Source: an optimization exercise on an open RTL-to-GDS flow (aim: small area and a short achievable clock period). Production flows keep margins and buffers that such runs may drop.
At most, simulation tests tie the RTL to the original design; equivalence was not proved.
The clock port is modelled as an ideal driver, which makes a skipped or thinned clock tree look cheaper than it is; a real chip needs a root buffer or a tree.
No activity file was given, so power comes from the tool's default toggle rates.

==> flow/design.v <==
module image_buffer #(
    parameter IMAGE_WIDTH = 128
)(
    input  wire        clk,
    input  wire        reset,
    input  wire [7:0]  pixel_in,
    input  wire        pixel_valid,
    output wire [23:0] column,
    output wire        column_valid,   
    output wire        column_window   
);
    localparam N = 2 * IMAGE_WIDTH;
    reg  [7:0]     pix_r;
    reg            pix_v;
    reg  [8*N-1:0] chain;    
    reg  [6:0]     x_count;
    reg  [1:0]     y_count;  
    always @(posedge clk)
        pix_r <= pixel_in;
    always @(posedge clk or posedge reset) begin
        if (reset)
            pix_v <= 1'b0;
        else
            pix_v <= pixel_valid;
    end
    always @(posedge clk) begin
        if (pix_v)
            chain <= {chain[8*N-9:0], pix_r};
    end
    always @(posedge clk or posedge reset) begin
        if (reset) begin
            x_count <= 7'd0;
            y_count <= 2'd0;
        end else if (pix_v) begin
            x_count <= x_count + 7'd1;
            if (x_count == 7'd127 && !y_count[1])
                y_count <= y_count + 2'd1;
        end
    end
    assign column        = {pix_r, chain[8*(IMAGE_WIDTH-1) +: 8], chain[8*(N-1) +: 8]};
    assign column_valid  = pix_v;
    assign column_window = pix_v && y_count[1] && (x_count[6:1] != 6'd0);
endmodule
module sobel_core (
    input  wire        clk,
    input  wire        reset,
    input  wire [23:0] column,         
    input  wire        column_valid,
    input  wire        column_window,
    output reg  [7:0]  edge_magnitude,
    output reg         magnitude_valid
);
    wire [7:0] c = column[23:16];
    wire [7:0] b = column[15:8];
    wire [7:0] a = column[7:0];
    reg        [9:0] u1;
    reg signed [8:0] d1;
    reg              v1, w1;
    always @(posedge clk) begin
        u1 <= {2'b00, a} + {1'b0, b, 1'b0} + {2'b00, c};
        d1 <= $signed({1'b0, c}) - $signed({1'b0, a});
    end
    reg        [9:0]  uh0, uh1;
    reg signed [8:0]  dh0, dh1;
    reg signed [10:0] gx2, gy2;
    reg               w2;
    always @(posedge clk) begin
        if (v1) begin
            uh0 <= u1;  uh1 <= uh0;
            dh0 <= d1;  dh1 <= dh0;
        end
        gx2 <= $signed({1'b0, u1}) - $signed({1'b0, uh1});
        gy2 <= d1 + (dh0 <<< 1) + dh1;
    end
    wire        sx = gx2[10];
    wire        sy = gy2[10];
    wire [9:0]  ox = gx2[9:0] ^ {10{sx}};
    wire [9:0]  oy = gy2[9:0] ^ {10{sy}};
    wire [10:0] sum = {1'b0, ox} + {1'b0, oy} + {10'd0, sx} + {10'd0, sy};
    always @(posedge clk)
        edge_magnitude <= sum[7:0] | {8{sum[10:8] != 3'd0}};
    always @(posedge clk or posedge reset) begin
        if (reset) begin
            v1 <= 1'b0; w1 <= 1'b0; w2 <= 1'b0;
        end else begin
            v1 <= column_valid;
            w1 <= column_window;
            w2 <= w1;
        end
    end
    always @(posedge clk)
        magnitude_valid <= w2;
endmodule
module edge_detection_top #(
    parameter IMAGE_WIDTH = 128
)(
    input  wire        clk,
    input  wire        reset,
    input  wire [7:0]  image_data,
    input  wire        data_valid,
    output wire [7:0]  edge_output,
    output wire        edge_valid
);
    wire [23:0] column;
    wire        column_valid, column_window;
    image_buffer #(
        .IMAGE_WIDTH(IMAGE_WIDTH)
    ) image_buffer_inst (
        .clk(clk),
        .reset(reset),
        .pixel_in(image_data),
        .pixel_valid(data_valid),
        .column(column),
        .column_valid(column_valid),
        .column_window(column_window)
    );
    sobel_core sobel_core_inst (
        .clk(clk),
        .reset(reset),
        .column(column),
        .column_valid(column_valid),
        .column_window(column_window),
        .edge_magnitude(edge_output),
        .magnitude_valid(edge_valid)
    );
endmodule
Settings: LEC_CHECK=0, CAP_MARGIN=35, CORE_MARGIN=2, CORE_UTILIZATION=65, CTS_CLUSTER_DIAMETER=100, CTS_CLUSTER_SIZE=30, SETUP_SLACK_MARGIN=5, SLEW_MARGIN=30; clock period 7.5 ns.
run.sh (not shown) runs the stock make flow with config.mk's settings and CLKGATE_MAP_FILE= SYNTH_SCRIPT=/design/flow/synth_recipe.tcl, a recipe that flattens the netlist after the stock synthesis.
Next try:
--- a/flow/design.v
+++ b/flow/design.v
@@ -76,21 +76,29 @@
     wire        sy = gy2[10];
     wire [9:0]  ox = gx2[9:0] ^ {10{sx}};
     wire [9:0]  oy = gy2[9:0] ^ {10{sy}};
     wire [10:0] sum = {1'b0, ox} + {1'b0, oy} + {10'd0, sx} + {10'd0, sy};
+    reg  [7:0]  s3;
+    reg         big3;
+    reg         w3;
+    always @(posedge clk) begin
+        s3   <= sum[7:0];
+        big3 <= sum[10:8] != 3'd0;
+    end
     always @(posedge clk)
-        edge_magnitude <= sum[7:0] | {8{sum[10:8] != 3'd0}};
+        edge_magnitude <= s3 | {8{big3}};
     always @(posedge clk or posedge reset) begin
         if (reset) begin
-            v1 <= 1'b0; w1 <= 1'b0; w2 <= 1'b0;
+            v1 <= 1'b0; w1 <= 1'b0; w2 <= 1'b0; w3 <= 1'b0;
         end else begin
             v1 <= column_valid;
             w1 <= column_window;
             w2 <= w1;
+            w3 <= w2;
         end
     end
     always @(posedge clk)
-        magnitude_valid <= w2;
+        magnitude_valid <= w3;
 endmodule
 module edge_detection_top #(
     parameter IMAGE_WIDTH = 128
 )(
Power hardly moves.
Flip-flop and latch count went up by 10.
Worst setup slack barely changes.
Die area hardly moves.
Count of clock-buffer cells in the layout fell by 1.
Via count came out higher slightly.
Fmax stays flat.
Utilization rose by 0.29 points.
Sequential share of layout area barely changes.
Critical path depth came out lower by 9.
Area after synthesis stays flat.
Global-route usage rises by 0.28 points.
No functional check of the RTL was part of the first run of this note.

---

before:
edge_detection_top, a different RTL version from the one above (not shown whole).
For scale: roughly 20 I/O pins, about 68000 sq um of cells after synthesis.
==> module image_buffer, before the edit <==
module image_buffer #(
    parameter IMAGE_WIDTH = 128
)(
    input  wire        clk,
    input  wire        reset,
    input  wire [7:0]  pixel_in,
    input  wire        pixel_valid,
    output wire [23:0] column,
    output wire [9:0]  column_ab,      
    output wire        column_valid,   
    output wire        column_window   
);
    localparam N = 2 * IMAGE_WIDTH;
    reg  [7:0]     pix_r;
    reg            pix_v;
    reg            shift;    
    reg  [8*N-1:0] chain;    
    reg  [9:0]     ab_r;     
    reg  [6:0]     x_count;
    reg  [1:0]     y_count;  
    always @(posedge clk) begin
        pix_r <= pixel_in;
        shift <= pixel_valid;
    end
    always @(posedge clk or posedge reset) begin
        if (reset)
            pix_v <= 1'b0;
        else
            pix_v <= pixel_valid;
    end
    always @(posedge clk) begin
        if (shift) begin
            chain <= {chain[8*N-9:0], pix_r};
            ab_r  <= {2'b00, chain[8*(N-2) +: 8]} + {1'b0, chain[8*(IMAGE_WIDTH-2) +: 8], 1'b0};
        end
    end
    always @(posedge clk or posedge reset) begin
        if (reset) begin
            x_count <= 7'd0;
            y_count <= 2'd0;
        end else if (pix_v) begin
            x_count <= x_count + 7'd1;
            if (x_count == 7'd127 && !y_count[1])
                y_count <= y_count + 2'd1;
        end
    end
    assign column        = {pix_r, chain[8*(IMAGE_WIDTH-1) +: 8], chain[8*(N-1) +: 8]};
    assign column_ab     = ab_r;
    assign column_valid  = pix_v;
    assign column_window = pix_v && y_count[1] && (x_count[6:1] != 6'd0);
endmodule
==> module sobel_core, before the edit <==
module sobel_core (
    input  wire        clk,
    input  wire        reset,
    input  wire [23:0] column,         
    input  wire [9:0]  column_ab,      
    input  wire        column_valid,
    input  wire        column_window,
    output reg  [7:0]  edge_magnitude,
    output reg         magnitude_valid
);
    wire [7:0] c = column[23:16];
    wire [7:0] a = column[7:0];
    reg        [9:0] u1;
    reg signed [8:0] d1;
    reg              v1, w1;
    always @(posedge clk) begin
        u1 <= column_ab + {2'b00, c};
        d1 <= $signed({1'b0, c}) - $signed({1'b0, a});
    end
    reg        [9:0]  uh0, uh1;    
    reg signed [8:0]  dh0;         
    reg signed [10:0] eh0;         
    reg signed [10:0] gx2, gy2;
    reg               w2;
    always @(posedge clk) begin
        if (v1) begin
            uh0 <= u1;  uh1 <= uh0;
            dh0 <= d1;  eh0 <= (d1 <<< 1) + dh0;
        end
        gx2 <= $signed({1'b0, u1}) - $signed({1'b0, uh1});
        gy2 <= d1 + eh0;
    end
    wire [10:0] gx_neg = -gx2;
    wire [10:0] gy_neg = -gy2;
    wire [9:0]  ax = gx2[10] ? gx_neg[9:0] : gx2[9:0];
    wire [9:0]  ay = gy2[10] ? gy_neg[9:0] : gy2[9:0];
    reg  [7:0]  ax3, ay3;
    reg         bx3, by3;
    reg         w3;
    always @(posedge clk) begin
        ax3 <= ax[7:0];
        ay3 <= ay[7:0];
        bx3 <= ax[9:8] != 2'd0;
        by3 <= ay[9:8] != 2'd0;
    end
    wire [8:0]  sum = {1'b0, ax3} + {1'b0, ay3};
    reg  [7:0]  s4;
    reg         big4;
    reg         w4;
    always @(posedge clk) begin
        s4   <= sum[7:0];
        big4 <= bx3 | by3 | sum[8];
    end
    always @(posedge clk)
        edge_magnitude <= s4 | {8{big4}};
    always @(posedge clk or posedge reset) begin
        if (reset) begin
            v1 <= 1'b0; w1 <= 1'b0; w2 <= 1'b0; w3 <= 1'b0; w4 <= 1'b0;
        end else begin
            v1 <= column_valid;
            w1 <= column_window;
            w2 <= w1;
            w3 <= w2;
            w4 <= w3;
        end
    end
    always @(posedge clk)
        magnitude_valid <= w4;
endmodule
==> module edge_detection_top, before the edit <==
module edge_detection_top #(
    parameter IMAGE_WIDTH = 128
)(
    input  wire        clk,
    input  wire        reset,
    input  wire [7:0]  image_data,
    input  wire        data_valid,
    output wire [7:0]  edge_output,
    output wire        edge_valid
);
    wire [23:0] column;
    wire [9:0]  column_ab;
    wire        column_valid, column_window;
    image_buffer #(
        .IMAGE_WIDTH(IMAGE_WIDTH)
    ) image_buffer_inst (
        .clk(clk),
        .reset(reset),
        .pixel_in(image_data),
        .pixel_valid(data_valid),
        .column(column),
        .column_ab(column_ab),
        .column_valid(column_valid),
        .column_window(column_window)
    );
    sobel_core sobel_core_inst (
        .clk(clk),
        .reset(reset),
        .column(column),
        .column_ab(column_ab),
        .column_valid(column_valid),
        .column_window(column_window),
        .edge_magnitude(edge_output),
        .magnitude_valid(edge_valid)
    );
endmodule
export LEC_CHECK = 0
export CAP_MARGIN = 35
export CORE_MARGIN = 2
export CORE_UTILIZATION = 65
export CTS_CLUSTER_DIAMETER = 100
export CTS_CLUSTER_SIZE = 30
export SETUP_SLACK_MARGIN = 5
export SLEW_MARGIN = 30
create_clock -name core_clock -period 7.5 [get_ports {clk}]
standard.sh (not shown) runs the stock make flow with config.mk's settings and CLKGATE_MAP_FILE= SYNTH_SCRIPT=/design/flow/synth_recipe.tcl, a recipe that flattens the netlist after the stock synthesis.
==> flow/flow/run.sh <==
#!/bin/bash
# The standard layout, except for the clock tree: CTS builds the leaf
# clusters without dummy loads, then flow/post_cts.tcl drives the leaves from
# four inverting roots on the clock port and makes the leaves inverting
# buffers (two levels instead of three). Ports are buffered with buf_2.
# make's output goes to make.log here; each ORFS step keeps its own log under
# orfs/logs.
set -euo pipefail
HERE=$(cd "$(dirname "${BASH_SOURCE[0]}")" && pwd)
export CTS_ARGS="-sink_clustering_enable -repair_clock_nets -dont_use_dummy_load -sink_clustering_size 22 -sink_clustering_max_diameter 60"
export BUFFER_PORTS_ARGS="-buffer_cell sky130_fd_sc_hd__buf_2"
export POST_CTS_TCL="$HERE/post_cts.tcl"
bash standard.sh > make.log 2>&1
Other scripts of this flow, unchanged in this note and not shown: flow/flow/post_cts.tcl, flow/flow/retree.tcl
The inputs of after differ from those of before as listed below.
==> flow/design.v <==
module image_buffer #(
    parameter IMAGE_WIDTH = 128
)(
    input  wire        clk,
    input  wire        reset,
    input  wire [7:0]  pixel_in,
    input  wire        pixel_valid,
    output wire [23:0] column,
    output wire        column_valid,   
    output wire        column_window   
);
    localparam N = 2 * IMAGE_WIDTH;
    reg  [7:0]     pix_r;
    reg            pix_v;
    reg  [8*N-1:0] chain;    
    reg  [6:0]     x_count;
    reg  [1:0]     y_count;  
    always @(posedge clk)
        pix_r <= pixel_in;
    always @(posedge clk or posedge reset) begin
        if (reset)
            pix_v <= 1'b0;
        else
            pix_v <= pixel_valid;
    end
    always @(posedge clk) begin
        if (pix_v)
            chain <= {chain[8*N-9:0], pix_r};
    end
    always @(posedge clk or posedge reset) begin
        if (reset) begin
            x_count <= 7'd0;
            y_count <= 2'd0;
        end else if (pix_v) begin
            x_count <= x_count + 7'd1;
            if (x_count == 7'd127 && !y_count[1])
                y_count <= y_count + 2'd1;
        end
    end
    assign column        = {pix_r, chain[8*(IMAGE_WIDTH-1) +: 8], chain[8*(N-1) +: 8]};
    assign column_valid  = pix_v;
    assign column_window = pix_v && y_count[1] && (x_count[6:1] != 6'd0);
endmodule
module sobel_core (
    input  wire        clk,
    input  wire        reset,
    input  wire [23:0] column,         
    input  wire        column_valid,
    input  wire        column_window,
    output reg  [7:0]  edge_magnitude,
    output reg         magnitude_valid
);
    wire [7:0] c = column[23:16];
    wire [7:0] b = column[15:8];
    wire [7:0] a = column[7:0];
    reg        [9:0] u1;
    reg signed [8:0] d1;
    reg              v1, w1;
    always @(posedge clk) begin
        u1 <= {2'b00, a} + {1'b0, b, 1'b0} + {2'b00, c};
        d1 <= $signed({1'b0, c}) - $signed({1'b0, a});
    end
    reg        [9:0]  uh0, uh1;    
    reg signed [8:0]  dh0;         
    reg signed [10:0] eh0;         
    wire signed [10:0] gx = $signed({1'b0, u1}) - $signed({1'b0, uh1});
    wire signed [10:0] gy = d1 + eh0;
    reg        [9:0]  ox2, oy2;
    reg               sx2, sy2;
    reg               w2;
    always @(posedge clk) begin
        if (v1) begin
            uh0 <= u1;  uh1 <= uh0;
            dh0 <= d1;  eh0 <= (d1 <<< 1) + dh0;
        end
        ox2 <= gx[9:0] ^ {10{gx[10]}};
        oy2 <= gy[9:0] ^ {10{gy[10]}};
        sx2 <= gx[10];
        sy2 <= gy[10];
    end
    wire [10:0] sum = {1'b0, ox2} + {1'b0, oy2} + {10'd0, sx2} + {10'd0, sy2};
    reg  [7:0]  s3;
    reg         big3;
    reg         w3;
    always @(posedge clk) begin
        s3   <= sum[7:0];
        big3 <= sum[10:8] != 3'd0;
    end
    always @(posedge clk)
        edge_magnitude <= s3 | {8{big3}};
    always @(posedge clk or posedge reset) begin
        if (reset) begin
            v1 <= 1'b0; w1 <= 1'b0; w2 <= 1'b0; w3 <= 1'b0;
        end else begin
            v1 <= column_valid;
            w1 <= column_window;
            w2 <= w1;
            w3 <= w2;
        end
    end
    always @(posedge clk)
        magnitude_valid <= w3;
endmodule
module edge_detection_top #(
    parameter IMAGE_WIDTH = 128
)(
    input  wire        clk,
    input  wire        reset,
    input  wire [7:0]  image_data,
    input  wire        data_valid,
    output wire [7:0]  edge_output,
    output wire        edge_valid
);
    wire [23:0] column;
    wire        column_valid, column_window;
    image_buffer #(
        .IMAGE_WIDTH(IMAGE_WIDTH)
    ) image_buffer_inst (
        .clk(clk),
        .reset(reset),
        .pixel_in(image_data),
        .pixel_valid(data_valid),
        .column(column),
        .column_valid(column_valid),
        .column_window(column_window)
    );
    sobel_core sobel_core_inst (
        .clk(clk),
        .reset(reset),
        .column(column),
        .column_valid(column_valid),
        .column_window(column_window),
        .edge_magnitude(edge_output),
        .magnitude_valid(edge_valid)
    );
endmodule
Results
Sequential share of layout area: after and before compared, lower one is after
Mean area per synthesized cell up 0.60 sq um in after wrt before
In the tables for after and before, time the final worst path needs with I/O delays and setup reads higher with after.
In the flow results for after and before, the fraction of the cycle the final worst path needs is larger on after.
Against before, after comes in 260 sq um lower on final area.
Going from before to after, simple-gate area share of the yosys netlist went down by 0.35 points, layout overhead on the synthesized area went up by 0.69 points.
after vs. before: mux cell area share after synthesis about even; relative contribution of the clock network to total power went down by 0.5 points; total global routing track utilization was more or less identical.
Compare after and before | global routing usage on met2 higher: before
The lower via count of after and before is in after.
Changes observed in after relative to before: post-synth net total fell by 74; worst slack at placement fell by 0.24 ns.
No run of this note takes its clock network from TritonCTS; it comes from the design's own scripts or RTL.

-- separate check: timing with driven ports --
How much do the figures lean on ideal ports? The routed layouts below were timed once more, with nothing changed but the port constraints. Step 1 assumes that a clkbuf_16 drives the clock port and a buf_2 every other input. Step 2 times the ports against the registers' clock, not the clock port: input delays grow and output delays shrink by t, the midpoint of the rising clock arrivals with the driver on. Slacks: ideal ports / drivers / drivers and shift; pairs: ideal ports / drivers.
run | t, ns | setup WS [ns] | slew at the worst register clock pin (ns)
the first run of note 1 | 0.736 | 4.885 / 4.821 / 4.885 | 0.11 / 0.11
the second run of note 1 | 0.728 | 4.884 / 4.818 / 4.990 | 0.11 / 0.11
before | 0.551 | 5.222 / 4.974 / 5.315 | 0.12 / 0.12
after | 0.556 | 5.172 / 4.965 / 5.172 | 0.12 / 0.12
After both steps every run listed still meets setup and hold.
